Source: an optimization exercise on an open RTL-to-GDS flow (aim: small area). Production flows keep margins and buffers that such runs may drop.
Only simulation tests tie the RTL to the original design; equivalence was not proved.
No activity file was given, so power comes from the tool's default toggle rates.

===== design.v =====
module format_vg (
    input  wire [7:0] FORMAT,
    output wire       F1,     
    output wire       F4,     
    output wire       F5,     
    output wire       F16,    
    output wire       F128    
);
    assign F1   =  FORMAT[0] & ~FORMAT[2];
    assign F4   = ~FORMAT[0] &  FORMAT[2];
    assign F5   =  FORMAT[0] &  FORMAT[2];
    assign F128 = ~FORMAT[0] & ~FORMAT[2] &  FORMAT[7];
    assign F16  = ~FORMAT[0] & ~FORMAT[2] & ~FORMAT[7];
endmodule
module sync_vg (
    input  wire        clk,
    input  wire        reset_n,
    input  wire        F1, F4, F5, F16, F128,
    output wire        hs1,       
    output wire        vs1,       
    output wire        de1,       
    output wire        x_first,   
    output wire        x_last,    
    output wire        x_odd,     
    output wire        y_first,   
    output wire        y_last,    
    output wire        y_odd      
);
    reg [11:0] h;
    reg [10:0] l;
    wire h_wrap = F1   ? ((h & 12'd799)  == 12'd799)  :
                  F4   ? ((h & 12'd1649) == 12'd1649) :
                  F128 ? ((h & 12'd1679) == 12'd1679) :
                         ((h & 12'd2199) == 12'd2199);
    wire l_wrap = F1   ? ((l & 11'd524)  == 11'd524)  :
                  F4   ? ((l & 11'd749)  == 11'd749)  :
                  F128 ? ((l & 11'd827)  == 11'd827)  :
                         ((l & 11'd1124) == 11'd1124);
    always @(posedge clk) begin
        if (~reset_n) begin
            h <= 12'd0;
            l <= 11'd0;
        end else if (h_wrap) begin
            h <= 12'd0;
            l <= l_wrap ? 11'd0 : l + 11'd1;
        end else begin
            h <= h + 12'd1;
        end
    end
    assign hs1 = (h != 12'd0) &&
                 (F1   ? (h <= 12'd96)  :
                  F4   ? (h <= 12'd40)  :
                  F128 ? (h <= 12'd136) : (h <= 12'd44));
    wire l0 = (l == 11'd0);
    wire h0 = (h == 12'd0);
    wire [2:0] vsl = F1 ? 3'd2 : F128 ? 3'd3 : 3'd5;
    wire vs_f0 = ((l < {8'd0, vsl}) && !(l0 && h0)) || ((l == {8'd0, vsl}) && h0);
    wire vs_f1 = ((l == 11'd562) && (h >= 12'd1101)) ||
                 ((l >= 11'd563) && (l <= 11'd566)) ||
                 ((l == 11'd567) && (h < 12'd1101));
    assign vs1 = vs_f0 || (F5 && vs_f1);
    wire h_act = F1   ? ((h >= 12'd145) && (h <= 12'd784))  :
                 F4   ? ((h >= 12'd261) && (h <= 12'd1540)) :
                 F128 ? ((h >= 12'd337) && (h <= 12'd1616)) :
                        ((h >= 12'd193) && (h <= 12'd2112));
    wire v_act = F1   ? ((l >= 11'd35) && (l <= 11'd514))  :
                 F4   ? ((l >= 11'd25) && (l <= 11'd744))  :
                 F5   ? (((l >= 11'd20) && (l <= 11'd559)) ||
                         ((l >= 11'd583) && (l <= 11'd1122))) :
                 F16  ? ((l >= 11'd41) && (l <= 11'd1120)) :
                        ((l >= 11'd27) && (l <= 11'd826));
    assign de1 = h_act && v_act;
    assign x_first = F1   ? (h == 12'd145) :
                     F4   ? (h == 12'd261) :
                     F128 ? (h == 12'd337) : (h == 12'd193);
    assign x_last  = F1   ? (h == 12'd784)  :
                     F4   ? (h == 12'd1540) :
                     F128 ? (h == 12'd1616) : (h == 12'd2112);
    assign x_odd = ~h[0];
    assign y_first = F1  ? (l == 11'd35) :
                     F4  ? (l == 11'd25) :
                     F5  ? (l == 11'd20) :
                     F16 ? (l == 11'd41) : (l == 11'd27);
    assign y_last  = F1  ? (l == 11'd514)  :
                     F4  ? (l == 11'd744)  :
                     F5  ? (l == 11'd1122) :
                     F16 ? (l == 11'd1120) : (l == 11'd826);
    assign y_odd = F5 ? (l >= 11'd576) : ~l[0];
endmodule
module pattern_vg (
    input  wire       clk,
    input  wire       reset_n,
    input  wire       F1, F4, F5, F16, F128,
    input  wire       hs1, vs1, de1,
    input  wire       x_first, x_last, x_odd,
    input  wire       y_first, y_last, y_odd,
    input  wire [7:0] pattern,
    input  wire [7:0] r_in, g_in, b_in,
    output reg        vs, hs, de,
    output reg  [7:0] r, g, b
);
    reg  [19:0] ramp;
    wire [19:0] step = F1 ? 20'h00666 : (F4 | F128) ? 20'h00333 : 20'h00222;
    always @(posedge clk) begin
        if (~reset_n) begin
            vs <= 1'b0;
            hs <= 1'b0;
            de <= 1'b0;
        end else begin
            vs <= vs1;
            hs <= hs1;
            de <= de1;
        end
    end
    wire border = x_first | x_last | y_first | y_last;
    always @(posedge clk) begin
        if (~reset_n)
            ramp <= 20'd0;
        else if ((pattern[7:2] == 6'd1) && de1)
            ramp <= x_last ? 20'd0 : ((x_first ? 20'd0 : ramp) + step);
    end
    always @(posedge clk) begin
        if (reset_n && (pattern[7:3] == 5'd0)) begin
            case (pattern[2:0])
                3'd0: {r, g, b} <= {r_in, g_in, b_in};
                3'd1: {r, g, b} <= (de1 && border) ? 24'hFFFFFF : {r_in, g_in, b_in};
                3'd2: {r, g, b} <= {24{de1 & x_odd}};
                3'd3: {r, g, b} <= {24{de1 & y_odd}};
                3'd4: {r, g, b} <= {ramp[19:12], ramp[19:12], ramp[19:12]};
                3'd5: {r, g, b} <= {ramp[19:12], 16'd0};
                3'd6: {r, g, b} <= {8'd0, ramp[19:12], 8'd0};
                default: {r, g, b} <= {16'd0, ramp[19:12]};
            endcase
        end
    end
endmodule
module videogen (
    input  wire       clk,
    input  wire       reset_n,
    input  wire [7:0] format,
    input  wire [7:0] pattern,
    input  wire [7:0] r_in,
    input  wire [7:0] g_in,
    input  wire [7:0] b_in,
    output wire       vs,
    output wire       hs,
    output wire       de,
    output wire [7:0] r,
    output wire [7:0] g,
    output wire [7:0] b
);
    wire f1, f4, f5, f16, f128;
    format_vg u_format (
        .FORMAT(format),
        .F1(f1), .F4(f4), .F5(f5), .F16(f16), .F128(f128)
    );
    wire hs1, vs1, de1, x_first, x_last, x_odd, y_first, y_last, y_odd;
    sync_vg u_sync (
        .clk(clk), .reset_n(reset_n),
        .F1(f1), .F4(f4), .F5(f5), .F16(f16), .F128(f128),
        .hs1(hs1), .vs1(vs1), .de1(de1),
        .x_first(x_first), .x_last(x_last), .x_odd(x_odd),
        .y_first(y_first), .y_last(y_last), .y_odd(y_odd)
    );
    pattern_vg u_pattern (
        .clk(clk), .reset_n(reset_n),
        .F1(f1), .F4(f4), .F5(f5), .F16(f16), .F128(f128),
        .hs1(hs1), .vs1(vs1), .de1(de1),
        .x_first(x_first), .x_last(x_last), .x_odd(x_odd),
        .y_first(y_first), .y_last(y_last), .y_odd(y_odd),
        .pattern(pattern), .r_in(r_in), .g_in(g_in), .b_in(b_in),
        .vs(vs), .hs(hs), .de(de), .r(r), .g(g), .b(b)
    );
endmodule

===== run.sh =====
#!/bin/bash
# synth_recipe.tcl (not shown) runs the flow's synth.tcl, then flattens the netlist and writes it again
# the make line also repeats each setting of config.mk as NAME=value (left out here)
make -C /OpenROAD-flow-scripts/flow DESIGN_CONFIG=/design/flow/config.mk WORK_HOME=/design/flow/orfs CLKGATE_MAP_FILE= SYNTH_SCRIPT=/design/flow/synth_recipe.tcl finish

===== config.mk =====
export PLATFORM = sky130hd
export DESIGN_NAME = videogen
export DESIGN_NICKNAME = videogen
export VERILOG_FILES = /design/flow/design.v
export SDC_FILE = /design/flow/constraint.sdc
export NUM_CORES = 4
export LEC_CHECK = 0
export CAP_MARGIN = 20
export CORE_MARGIN = 2
export CORE_UTILIZATION = 40
export SLEW_MARGIN = 20

===== constraint.sdc =====
create_clock -name core_clock -period 8.5 [get_ports {clk}]
set_input_delay 1.7000 -clock core_clock [delete_from_list [all_inputs] [get_ports {clk}]]
set_output_delay 1.7000 -clock core_clock [all_outputs]
set_load 0.01 [all_outputs]

==> results.txt <==
==> layout make-up <==
| cell class | count | share of cell area |
|---|---|---|
| Tap cell | 180 | 0.0344 |
| Sequential cell | 70 | 0.251 |
| Clock buffer | 9 | 0.0344 |
| Timing Repair Buffer | 66 | 0.0998 |
| Inverter | 24 | 0.0138 |
| Multi-Input combinational cell | 555 | 0.560 |
| Clock inverter | 7 | 0.00745 |
==> cells by family after synthesis <==
logic type / synth area share
AOI/OAI and AO/OA: 0.255
xor gates and xnor gates: 0.0389
adders and majority gates: 0.0400
buffers and inverters: 0.0596
DFF: 0.292
muxes: 0.0142
and+or+nand+nor: 0.300
==> worst min-delay path by stage <==
| stage | from | end | slack [ns] | cells past startpoint |
|---|---|---|---|---|
| 2_1_floorplan | u_pattern.ramp[4] | u_pattern.ramp[4] | 0.44 | 2 |
| 3_3_place_gp | u_pattern.ramp[4] | u_pattern.ramp[4] | 0.45 | 2 |
| 3_5_place_dp | u_pattern.ramp[2] | u_pattern.ramp[2] | 0.46 | 2 |
| 4_1_cts | u_pattern.ramp[2] | u_pattern.ramp[2] | 0.47 | 2 |
| 5_1_grt | u_pattern.ramp[10] | u_pattern.ramp[10] | 0.49 | 2 |
| 6_report | u_pattern.ramp[2] | u_pattern.ramp[2] | 0.46 | 2 |
==> registers in the layout (all words and copies together) (netlist names) <==
name / flops
u_pattern.b: 8
u_pattern.de: 1
u_pattern.ramp: 20
u_pattern.vs: 1
u_sync.l: 11
u_pattern.r: 8
u_pattern.g: 8
u_pattern.hs: 1
u_sync.h: 12
==> metrics by stage <==
stage               power (mW)  hold slack [ns]  setup slack (ns)
CTS                      0.813            0.465              2.54
global placement         0.455            0.449              2.27
detailed placement       0.456            0.456              2.18
finish                   0.812            0.462              2.38
global route             0.835            0.487              2.11
floorplan                0.415            0.439              3.62
==> per-layer routing <==
| metal | vias to the layer above | part of all wire | GRT usage |
|---|---|---|---|
| met5 | - | 0 | 0 |
| met2 | 278 | 0.47 | 0.391 |
| met1 | 2761 | 0.44 | 0.321 |
| met4 | 0 | 0.026 | 0.101 |
| li1 | 2738 | - | - |
| met3 | 48 | 0.066 | 0.0325 |
==> where the power goes <==
group | total (mW) | internal, mW | switching (mW)
registers | 0.356 | 0.349 | 0.00614
logic | 0.0946 | 0.0410 | 0.0537
clock network | 0.362 | 0.198 | 0.164
total | 0.812 | 0.588 | 0.223
==> synthesized netlist by cell type, drive strengths merged (6+ instances only) <==
| cell type | n | area (um2) |
|---|---|---|
| xnor2 | 7 | 61.3 |
| nor3b | 15 | 118 |
| nor4bb | 8 | 80.1 |
| ha | 18 | 225 |
| o21ai | 45 | 225 |
| nor3 | 19 | 100 |
| o2111ai | 6 | 52.6 |
| a21o | 9 | 67.6 |
| nor4 | 11 | 90.1 |
| buf | 25 | 125 |
| and3 | 14 | 87.6 |
| a21oi | 36 | 180 |
| dfxtp | 46 | 921 |
| a211oi | 10 | 80.1 |
| nand3 | 28 | 140 |
| inv | 23 | 86.3 |
| nor2 | 56 | 210 |
| or3 | 12 | 75.1 |
| xor2 | 18 | 158 |
| o21a | 6 | 45.0 |
| nor2b | 12 | 75.1 |
| nand2 | 49 | 184 |
| nand4 | 25 | 156 |
| a32oi | 11 | 96.3 |
| o211ai | 18 | 135 |
| and2 | 17 | 106 |
| clkbuf | 32 | 120 |
| a31oi | 9 | 62.6 |
| edfxtp | 24 | 721 |
| mux2i | 8 | 80.1 |
==> critical path, stage by stage <==
cell             delay, ns
clkdlybuf4s50_1       0.89
nand2b_1              0.39
inv_2                 0.21
a41oi_1               0.34
a31o_1                0.68
and2_1                0.22
ha_1                  0.18
inv_1                 0.06
ha_1                  0.18
nor2b_1               0.18
o211ai_1              0.18
a21boi_0              0.29
o2111a_1              0.35
nand2_1               0.11
a221oi_1              0.30
o21ai_1               0.08
==> summary.md <==
| Metric | Value |
|---|---|
| Status | `no timing/DRC/antenna violations` |
| Cell area power density | `124 nW/um2` |
| CTS Sinks | `70` |
| Clock Latency Late Sink | `0.35 ns` |
| Area of the multi-input gates | `3660 um2` |
| GRT Overall Usage | `0.241` |
| Min-delay worst type | `register to register` |
| FF+latch area | `1640 um2` |
| Clk_skew | `0.00597 ns` |
| Setup TNS | `0 ns` |
| Gp weighted congestion | `0.964` |
| Number of flops mapped to enable cells by yosys | `24` |
| Wire per inst | `19.8 um` |
| Antenna fix cells | `0` |
| H-Tree Depth | `3` |
| CTS tree | `done` |
| Critical Path RT | `8.74 ns` |
| R2r setup slk | `3.96 ns` |
| Syn_nets | `766` |
| Clock period minus worst slack | `6.12 ns` |
| Worst r2r src | `u_sync.h[0]` |
| Post-CTS Setup Inserts | `0` |
| Root Buffer | `clkbuf_16` |
| Yosys reg bits | `70` |
| Routed wire length | `18000 um` |
| FMAX | `0.163 GHz` |
| Yosys warning count | `2` |
| Fin crit share | `0.720` |
| Fraction of layout cells with a size suffix above 1 | `0.0534` |
| Final Core Density | `0.474` |
| Row count | `43` |
| Worst EP arrival | `6.36 ns` |
| Largest net degree at the start of global routing | `30` |
| Vias in the first global route | `5515` |
| Crit-path max FO | `19` |
| Hold-fix buffers, CTS | `0` |
| Vias | `5825` |
| Most frequent cells in the layout | `clkdlybuf4s50_1 (63), nor2_1 (56), nand2_1 (49)` |
| WS Path Type | `input pin to register` |
| DR vias/cell | `6.39` |
| Die Area | `15000 um2` |
| Worst-Margin Slew | `0.983 ns` |
| Non-Filler Instances | `911` |
| Ports | `69` |
| Synthesized area per cell | `7.97 um2` |
| Crit. Startpoint | `format[2]` |
| Post-CTS resize count | `0` |
| Placed Area | `6270 um2` |
| Max cap viols | `0` |
| Synth unique cells | `82` |
| Critical path startpoint category | `input pin` |
| Core area | `13800 um2` |
| Sequential element share of the synthesized area | `0.292` |
| LEAKAGE | `2.34 nW` |
| Overflow left after global routing | `0` |
| Clk buf depth | `2` |
| Most common cell after layout, fill and taps aside | `clkdlybuf4s50_1` |
| Final-layout fill cell count | `1323` |
| DRT antenna net count | `0` |
| FF-to-FF End | `u_pattern.ramp[19]` |
| Final instance area | `6550 um2` |
| First-pass GRT wire length | `28500 um` |
| Dpl cells | `895` |
| Initial antenna violation count | `0` |
| RSZ-0062 raised after global routing | `no` |
| Cells after synthesis | `706` |
| Drt pass-1 iters | `7` |
| Final net count | `786` |
| DRT iter0 DRCs | `663` |
| Initial Util | `0.407` |
| IO buf count | `63` |
| DRC violation count after routing | `0` |
| Die W | `123 um` |
| Slew HR | `0.345` |
| Synthesized cell area | `5630 um2` |
| Main synth FF type | `dfxtp_1` |
| Share of flip-flops with an asynchronous set or reset | `0` |
| Die Y | `123 um` |
| R2R depth | `13` |
| End point of the critical path | `u_pattern.ramp[14]` |
| Total CTS buffers | `9` |
| Worst-path clk slew | `0.06 ns` |
| Peak supply drop | `0.0690 mV` |
| Final setup fails | `0` |
| CP Capture Type | `register` |
| Dpl hpwl | `12300 um` |
| Max-slew violation count | `0` |
| Endpoints failing hold | `0` |
| Area Growth Syn to Fin | `16.4%` |

afterwards: timing with drivers on the ports:
How much do the figures lean on ideal ports? The routed layout below was timed once more, with nothing changed but the port constraints.
Step 1, drivers: a clkbuf_16 drives clk and a buf_2 each remaining input, both assumed.
Step 2 times the ports against the registers' clock, not the clock port: input delays grow and output delays shrink by t, the midpoint of the rising clock arrivals with the driver on.
Three values: ideal ports, drivers, drivers and shift; two values: the first two.
t, ns: 0.392
setup WS [ns]: 2.380 / 2.400 / 2.008
clock arrival spread, ns: 0.006 / 0.006
worst register clock-pin slew, ns: 0.06 / 0.06
cell pins on the clock port's net: 1
After both steps setup and hold are still met in this run. For this run, drivers alone change the setup slack by +0.020 ns; drivers and shift together by -0.372 ns.
